Background: an optimization exercise with open tools, aiming at small area. Do not read the settings as production practice.
At most, simulation tests tie the RTL to the original design; equivalence was not proved. The clock port is modelled as an ideal driver; clocking choices that lean on that would not hold on a real chip.

## red
Design iiitb_apb, start of the top module:
module iiitb_apb (
  input         clk,
  input         reset,
  input  [7:0]  addr,
  input         data_valid,
  input  [31:0] data,
  input         data_dir,
  input  [31:0] wait_cycle,
  output [31:0] read_out_data,
  output        transaction_done,
  output        tranerr,
  output        slverr
);
==> module iiitb_apb, before the edit <==
module iiitb_apb (
  input         clk,
  input         reset,
  input  [7:0]  addr,
  input         data_valid,
  input  [31:0] data,
  input         data_dir,
  input  [31:0] wait_cycle,
  output [31:0] read_out_data,
  output        transaction_done,
  output        tranerr,
  output        slverr
);
  reg        busy;       
  reg  [4:0] cnt;        
  reg        done;
  reg        done_rd;
  reg  [1:0] ph3;        
  reg        lap;        
  reg        ph2;        
  reg [31:0] rdata;      
  wire le19 = ~|wait_cycle[31:5] & (wait_cycle[4:0] <= 5'd19);
  wire inr  = ~|addr[7:5];
  wire last = busy & (le19 ? (cnt == wait_cycle[4:0]) : (cnt == 5'd19));
  assign tranerr          = last & ~le19;
  assign slverr           = last & le19 & ~inr;
  assign transaction_done = done;
  assign read_out_data    = {32{done_rd}} & rdata;
  wire act = busy & le19 & inr;
  wire wr  = act & data_dir;
  wire rd  = act & ~data_dir;
  wire [3:0]  q    = addr[4:1];
  wire        lo3  = q[1:0] == 2'd3;
  wire        hi3  = q[3:2] == 2'd3;
  wire        mlo  = ph3 == q[1:0];            
  wire        mhi  = ph3 == q[3:2];            
  wire        lm   = lap == addr[0];           
  wire [4:0]  rsel = {lo3 & ~hi3, {4{~lo3}} & (4'd1 << q[3:2])};
  wire [4:0]  pm   = {mhi, {4{mlo}}};
  wire [4:0]  hit_a, hit_b;
  wire [31:0] porta   [0:4];
  wire [31:0] portb   [0:4];
  wire [31:0] data_n = ~data;
  genvar r;
  generate
    for (r = 0; r < 5; r = r + 1) begin : ring
      assign hit_a[r] = rsel[r] & pm[r] & lm;
      assign hit_b[r] = rsel[r] & pm[r] & ~lm;
      apb_ring6 u (
        .clk(clk), .wea(wr & hit_a[r]), .web(wr & hit_b[r]),
        .wdata(data), .wdata_n(data_n),
        .porta(porta[r]), .portb(portb[r]));
    end
  endgenerate
  wire hit2 = lo3 & hi3 & (ph2 == addr[0]);
  wire [31:0] port2;
  apb_ring2 ring2 (.clk(clk), .we(wr & hit2), .wdata(data), .port(port2));
  wire        cap  = rd & (|hit_a | |hit_b | hit2);
  wire        go   = rd & ~reset;
  wire [11:0] h    = {~reset & ~cap, go & hit2, {5{go}} & hit_b, {5{go}} & hit_a};
  wire [31:0] t [0:11];
  wire [31:0] rnext;
  genvar g, b;
  generate
    for (g = 0; g < 5; g = g + 1) begin : src
      assign t[g]     = porta[g];
      assign t[g + 5] = portb[g];
    end
  endgenerate
  assign t[10] = port2;
  assign t[11] = rdata;
  generate
    for (b = 0; b < 32; b = b + 1) begin : rbit
      wire [3:0] grp;
      for (g = 0; g < 4; g = g + 1) begin : grp3
        apb_aoi222 u (
          .a1(h[3*g]),     .a2(t[3*g][b]),
          .b1(h[3*g + 1]), .b2(t[3*g + 1][b]),
          .c1(h[3*g + 2]), .c2(t[3*g + 2][b]),
          .y(grp[g]));
      end
      apb_nand4 n (.a(grp[0]), .b(grp[1]), .c(grp[2]), .d(grp[3]), .y(rnext[b]));
    end
  endgenerate
  always @(posedge clk) begin
    busy    <= ~reset & (busy ? ~last : data_valid);
    cnt     <= busy ? cnt + 5'd1 : 5'd30;
    done    <= last & le19;
    done_rd <= last & le19 & ~data_dir;
    ph3     <= ph3[1] ? 2'd0 : ph3 + 2'd1;
    lap     <= lap ^ ph3[1];
    ph2     <= ~ph2;
    rdata   <= rnext;
  end
endmodule
Settings: LEC_CHECK=0, CAP_MARGIN=20, CORE_MARGIN=2, CORE_UTILIZATION=60, SLEW_MARGIN=20; clock period 10.0 ns.
standard.sh (not shown) runs the stock make flow with config.mk's settings and CLKGATE_MAP_FILE= SYNTH_SCRIPT=/design/flow/synth_recipe.tcl, a recipe that flattens the netlist after the stock synthesis.
==> flow/flow/run.sh <==
#!/bin/bash
# Layout: the standard ORFS flow (standard.sh), with these changes:
#  - synthesis maps logic with ABC's area mapper (abc_override.tcl, area.abc)
#    around the standard flow's own synthesis script, synth_recipe.tcl;
#  - the read-data selection's gate modules (apb_aoi222, apb_nand4) are kept
#    as modules through mapping (SYNTH_KEEP_MODULES), so each maps to its
#    own cell; synth_recipe.tcl then flattens the design as usual;
#  - port buffers are the smallest buffer cell (buffer_ports -buffer_cell);
#  - clock tree synthesis without dummy loads and with its own buffer list
#    and sink clustering (CTS_ARGS, read by ORFS's cts.tcl).
# Each tool's output goes to a log file in the work folder.
set -euo pipefail
work=$(pwd)
here=$(cd "$(dirname "$0")" && pwd)
export FLOW_ABC_SCRIPT="$here/area.abc"
export FLOW_SYNTH_TCL="$work/synth_recipe.tcl"
export SYNTH_KEEP_MODULES="apb_aoi222 apb_nand4"
export BUFFER_PORTS_ARGS="$(cat "$here/buffer_ports.args")"
export CTS_ARGS="$(cat "$here/cts.args")"
# standard.sh with its synthesis script swapped for abc_override.tcl
sed "s#SYNTH_SCRIPT=[^ ]*#SYNTH_SCRIPT=$here/abc_override.tcl#" standard.sh > standard_area.sh
grep -q "SYNTH_SCRIPT=$here/abc_override.tcl" standard_area.sh
bash standard_area.sh finish > flow_standard.log 2>&1
==> flow/flow/abc_override.tcl <==
# Synthesis: the standard flow's own synthesis script (synth_recipe.tcl, sourced last),
# with one change: ORFS's technology mapping call, abc, runs the area-oriented
# mapper of the ABC script in area.abc in place of ORFS's speed script.
# Flip-flops are mapped before abc, so the registers, their names and their
# cells are those of the standard synthesis.
proc abc {args} {
  set keep {}
  set skip 0
  foreach a $args {
    if {$skip} { set skip 0; continue }
    if {$a eq "-script"} { set skip 1; continue }
    lappend keep $a
  }
  yosys abc -script $::env(FLOW_ABC_SCRIPT) {*}$keep
}
source $::env(FLOW_SYNTH_TCL)
==> flow/flow/area.abc <==
strash; dch; amap -m; topo
==> flow/flow/buffer_ports.args <==
-buffer_cell sky130_fd_sc_hd__buf_1
==> flow/flow/cts.args <==
-sink_clustering_enable -repair_clock_nets -dont_use_dummy_load -buf_list {sky130_fd_sc_hd__clkbuf_16} -sink_clustering_size 34 -sink_clustering_max_diameter 90
red | stages: all done | timing, DRC, antenna: all pass
--- input diff red..blue ---
--- a/flow/design.v
+++ b/flow/design.v
@@ -76,14 +76,10 @@
   wire act = busy & le19 & inr;
   wire wr  = act & data_dir;
   wire rd  = act & ~data_dir;
-  wire [3:0]  q    = addr[4:1];
-  wire        lo3  = q[1:0] == 2'd3;
-  wire        hi3  = q[3:2] == 2'd3;
-  wire        mlo  = ph3 == q[1:0];            
-  wire        mhi  = ph3 == q[3:2];            
-  wire        lm   = lap == addr[0];           
-  wire [4:0]  rsel = {lo3 & ~hi3, {4{~lo3}} & (4'd1 << q[3:2])};
-  wire [4:0]  pm   = {mhi, {4{mlo}}};
+  wire [31:0] dec = 32'd1 << addr[4:0];
+  wire [2:0]  phs = {ph3 == 2'd2, ph3 == 2'd1, ph3 == 2'd0};
+  wire [5:0]  at_a = {{3{lap}} & phs, {3{~lap}} & phs};
+  wire [5:0]  at_b = {{3{~lap}} & phs, {3{lap}} & phs};
   wire [4:0]  hit_a, hit_b;
   wire [31:0] porta   [0:4];
   wire [31:0] portb   [0:4];
@@ -91,15 +87,15 @@
   genvar r;
   generate
     for (r = 0; r < 5; r = r + 1) begin : ring
-      assign hit_a[r] = rsel[r] & pm[r] & lm;
-      assign hit_b[r] = rsel[r] & pm[r] & ~lm;
+      assign hit_a[r] = |(dec[6*r+5:6*r] & at_a);
+      assign hit_b[r] = |(dec[6*r+5:6*r] & at_b);
       apb_ring6 u (
         .clk(clk), .wea(wr & hit_a[r]), .web(wr & hit_b[r]),
         .wdata(data), .wdata_n(data_n),
         .porta(porta[r]), .portb(portb[r]));
     end
   endgenerate
-  wire hit2 = lo3 & hi3 & (ph2 == addr[0]);
+  wire hit2 = (dec[30] & ~ph2) | (dec[31] & ph2);
   wire [31:0] port2;
   apb_ring2 ring2 (.clk(clk), .we(wr & hit2), .wdata(data), .port(port2));
   wire        cap  = rd & (|hit_a | |hit_b | hit2);
### Flow results
Measured against each other, blue and red differ in worst slew margin relative to its limit, the higher figure coming from red.
The arithmetic-cell share of the synthesized area counting full adders, half adders and majority gates was comparable across blue and red.
Relative to red, the proportion of synthesized chip area in sequential cells of blue is lower by 1.4 points.
In the route summary, blue ends up with a via count exceeding that of red.
Number of resized instances in the post-cts repair step: red vs blue identical
Compared with red, blue shows a higher global-route track usage on met1.
Wire length, blue and red: smaller value in red
Cell area | blue vs red | blue larger
NOTE: inverter count of the layout excluding clock inverters in blue falls short of that of red
Register-to-register slack was lower in blue than in red.
Reported for blue and red, critical path depth turned out identical to the last digit.

========
Setup of maple:
The RTL this note starts from:
==> flow/design.v <==
module apb_ring6 (
  input             clk,
  input             wea,
  input             web,
  input      [31:0] wdata,      
  input      [31:0] wdata_n,    
  output     [31:0] porta,      
  output     [31:0] portb       
);
  reg [31:0] s0, s1, s2, s3, s4, s5;
  wire [31:0] s3_d = ~(web ? wdata_n : s2);
  assign porta = s5;
  assign portb = s3_d;
  always @(posedge clk) begin
    s0 <= ~(wea ? wdata : s5);
    s1 <= s0;
    s2 <= s1;
    s3 <= s3_d;
    s4 <= s3;
    s5 <= s4;
  end
endmodule
module apb_ring2 (
  input             clk,
  input             we,
  input      [31:0] wdata,
  output     [31:0] port
);
  reg [31:0] s0, s1;
  assign port = s1;
  always @(posedge clk) begin
    s0 <= we ? wdata : s1;
    s1 <= s0;
  end
endmodule
module iiitb_apb (
  input         clk,
  input         reset,
  input  [7:0]  addr,
  input         data_valid,
  input  [31:0] data,
  input         data_dir,
  input  [31:0] wait_cycle,
  output [31:0] read_out_data,
  output        transaction_done,
  output        tranerr,
  output        slverr
);
  reg        busy;       
  reg  [4:0] cnt;        
  reg        done;
  reg        done_rd;
  reg  [1:0] ph3;        
  reg        lap;        
  reg        ph2;        
  reg [31:0] rdata;      
  wire le19 = ~|wait_cycle[31:5] & (wait_cycle[4:0] <= 5'd19);
  wire inr  = ~|addr[7:5];
  wire last = busy & (le19 ? (cnt == wait_cycle[4:0]) : (cnt == 5'd19));
  assign tranerr          = last & ~le19;
  assign slverr           = last & le19 & ~inr;
  assign transaction_done = done;
  assign read_out_data    = {32{done_rd}} & rdata;
  wire act = busy & le19 & inr;
  wire wr  = act & data_dir;
  wire rd  = act & ~data_dir;
  wire [31:0] dec = 32'd1 << addr[4:0];
  wire [2:0]  phs = {ph3 == 2'd2, ph3 == 2'd1, ph3 == 2'd0};
  wire [5:0]  at_a = {{3{lap}} & phs, {3{~lap}} & phs};
  wire [5:0]  at_b = {{3{~lap}} & phs, {3{lap}} & phs};
  wire [4:0]  hit_a, hit_b;
  wire [31:0] porta   [0:4];
  wire [31:0] portb   [0:4];
  wire [31:0] data_n = ~data;
  genvar r;
  generate
    for (r = 0; r < 5; r = r + 1) begin : ring
      assign hit_a[r] = |(dec[6*r+5:6*r] & at_a);
      assign hit_b[r] = |(dec[6*r+5:6*r] & at_b);
      apb_ring6 u (
        .clk(clk), .wea(wr & hit_a[r]), .web(wr & hit_b[r]),
        .wdata(data), .wdata_n(data_n),
        .porta(porta[r]), .portb(portb[r]));
    end
  endgenerate
  wire hit2 = (dec[30] & ~ph2) | (dec[31] & ph2);
  wire [31:0] port2;
  apb_ring2 ring2 (.clk(clk), .we(wr & hit2), .wdata(data), .port(port2));
  reg [31:0] rword;
  integer k;
  always @(*) begin
    rword = {32{hit2}} & port2;
    for (k = 0; k < 5; k = k + 1)
      rword = rword | ({32{hit_a[k]}} & porta[k]) | ({32{hit_b[k]}} & portb[k]);
  end
  always @(posedge clk) begin
    busy    <= ~reset & (busy ? ~last : data_valid);
    cnt     <= busy ? cnt + 5'd1 : 5'd30;
    done    <= last & le19;
    done_rd <= last & le19 & ~data_dir;
    ph3     <= ph3[1] ? 2'd0 : ph3 + 2'd1;
    lap     <= lap ^ ph3[1];
    ph2     <= ~ph2;
    if (reset)
      rdata <= 32'd0;
    else if (rd & (|hit_a | |hit_b | hit2))
      rdata <= rword;
  end
endmodule
Settings: LEC_CHECK=0, CAP_MARGIN=20, CORE_MARGIN=2, CORE_UTILIZATION=60, SLEW_MARGIN=20; clock period 10.0 ns.
==> flow/flow/run.sh <==
#!/bin/bash
# Layout: the standard ORFS flow (standard.sh), with two changes:
#  - port buffers are the smallest buffer cell (buffer_ports -buffer_cell),
#  - clock tree synthesis without dummy loads and with its own buffer list
#    and sink clustering (CTS_ARGS, read by ORFS's cts.tcl).
# Each tool's output goes to a log file in the work folder.
set -euo pipefail
here=$(cd "$(dirname "$0")" && pwd)
export BUFFER_PORTS_ARGS="$(cat "$here/buffer_ports.args")"
export CTS_ARGS="$(cat "$here/cts.args")"
bash standard.sh finish > flow_standard.log 2>&1
==> flow/flow/cts.args <==
-sink_clustering_enable -repair_clock_nets -dont_use_dummy_load -buf_list {sky130_fd_sc_hd__clkbuf_8 sky130_fd_sc_hd__clkbuf_16} -sink_clustering_size 30 -sink_clustering_max_diameter 80
Scripts as last shown in full above: flow/flow/buffer_ports.args
### maple -> xenon
-- flow/design.v --
<<< maple, line 9
);
  reg [31:0] s0, s1, s2, s3, s4, s5;
  wire [31:0] s3_d = ~(web ? wdata_n : s2);
  assign porta = s5;
  assign portb = s3_d;
  always @(posedge clk) begin
    s0 <= ~(wea ? wdata : s5);
    s1 <= s0;
    s2 <= s1;
    s3 <= s3_d;
    s4 <= s3;
    s5 <= s4;
>>> xenon, line 9
);
  reg [31:0] s0, s1, s2, s3, s4, s5;
  wire [31:0] s0_d = wea ? wdata : ~s5;
  assign porta = s0_d;
  assign portb = s2;
  always @(posedge clk) begin
    s0 <= s0_d;
    s1 <= s0;
    s2 <= s1;
    s3 <= web ? wdata_n : ~s2;
    s4 <= s3;
    s5 <= s4;
Results
- Per the final summary, xenon finished and its layout is clean on timing, DRC and antenna.
- maple -> xenon: clock latency on the worst-skew pair flat
- xenon: first-pass GRT wire length 0.61% below maple
- Total via count after detailed routing for xenon is higher than for maple.
- The peak per-stage delay on the critical path in xenon sits 210 ps above the value recorded for maple.
- xenon ends up with lower transition time at the pin with the least slew margin than maple does.
- Delta (xenon minus maple): amount of wire on met2 after detailed routing grew by about 1.6%; setup slack went up; headroom to the max-slew limit up 2.7 points.
- Routed wire in xenon totals more than in maple.
- In xenon the achievable clock frequency turned out about 8% higher than in maple.
For maple, only the layout was checked, not whether the RTL still works.

-- port drivers added, routing unchanged --
The results above use ideal ports. As a check the final layouts listed here were re-extracted and re-timed, cells and wires unchanged.
Step 1 sets driving cells, clkbuf_16 on the clock port and buf_2 on the other inputs (assumed; they add their load-dependent delay and slew).
Step 2, shift: input delay + t, output delay - t, t = (earliest + latest rising clock arrival at the registers) / 2. This alone moves slack from input paths to output paths.
Slacks: no drivers / after step 1 / after step 2; pairs: no drivers / after step 1.
run | t, ns | setup WS [ns] | worst setup path after step 2 | clock arrival spread, ns | worst slew at a driven data input, ns
red | 0.631 | 3.099 / 3.078 / 3.078 | input to output | 0.070 / 0.069 | 0.09
blue | 0.647 | 2.708 / 2.686 / 2.686 | input to output | 0.046 / 0.047 | 0.09
maple | 0.643 | 3.139 / 3.118 / 3.118 | input to output | 0.051 / 0.051 | 0.08
xenon | 0.646 | 3.671 / 3.651 / 3.651 | input to output | 0.052 / 0.052 | 0.10
After both steps every run listed still meets setup and hold. For blue, which loses most, drivers alone change the setup slack by -0.022 ns; drivers and shift together by -0.022 ns.
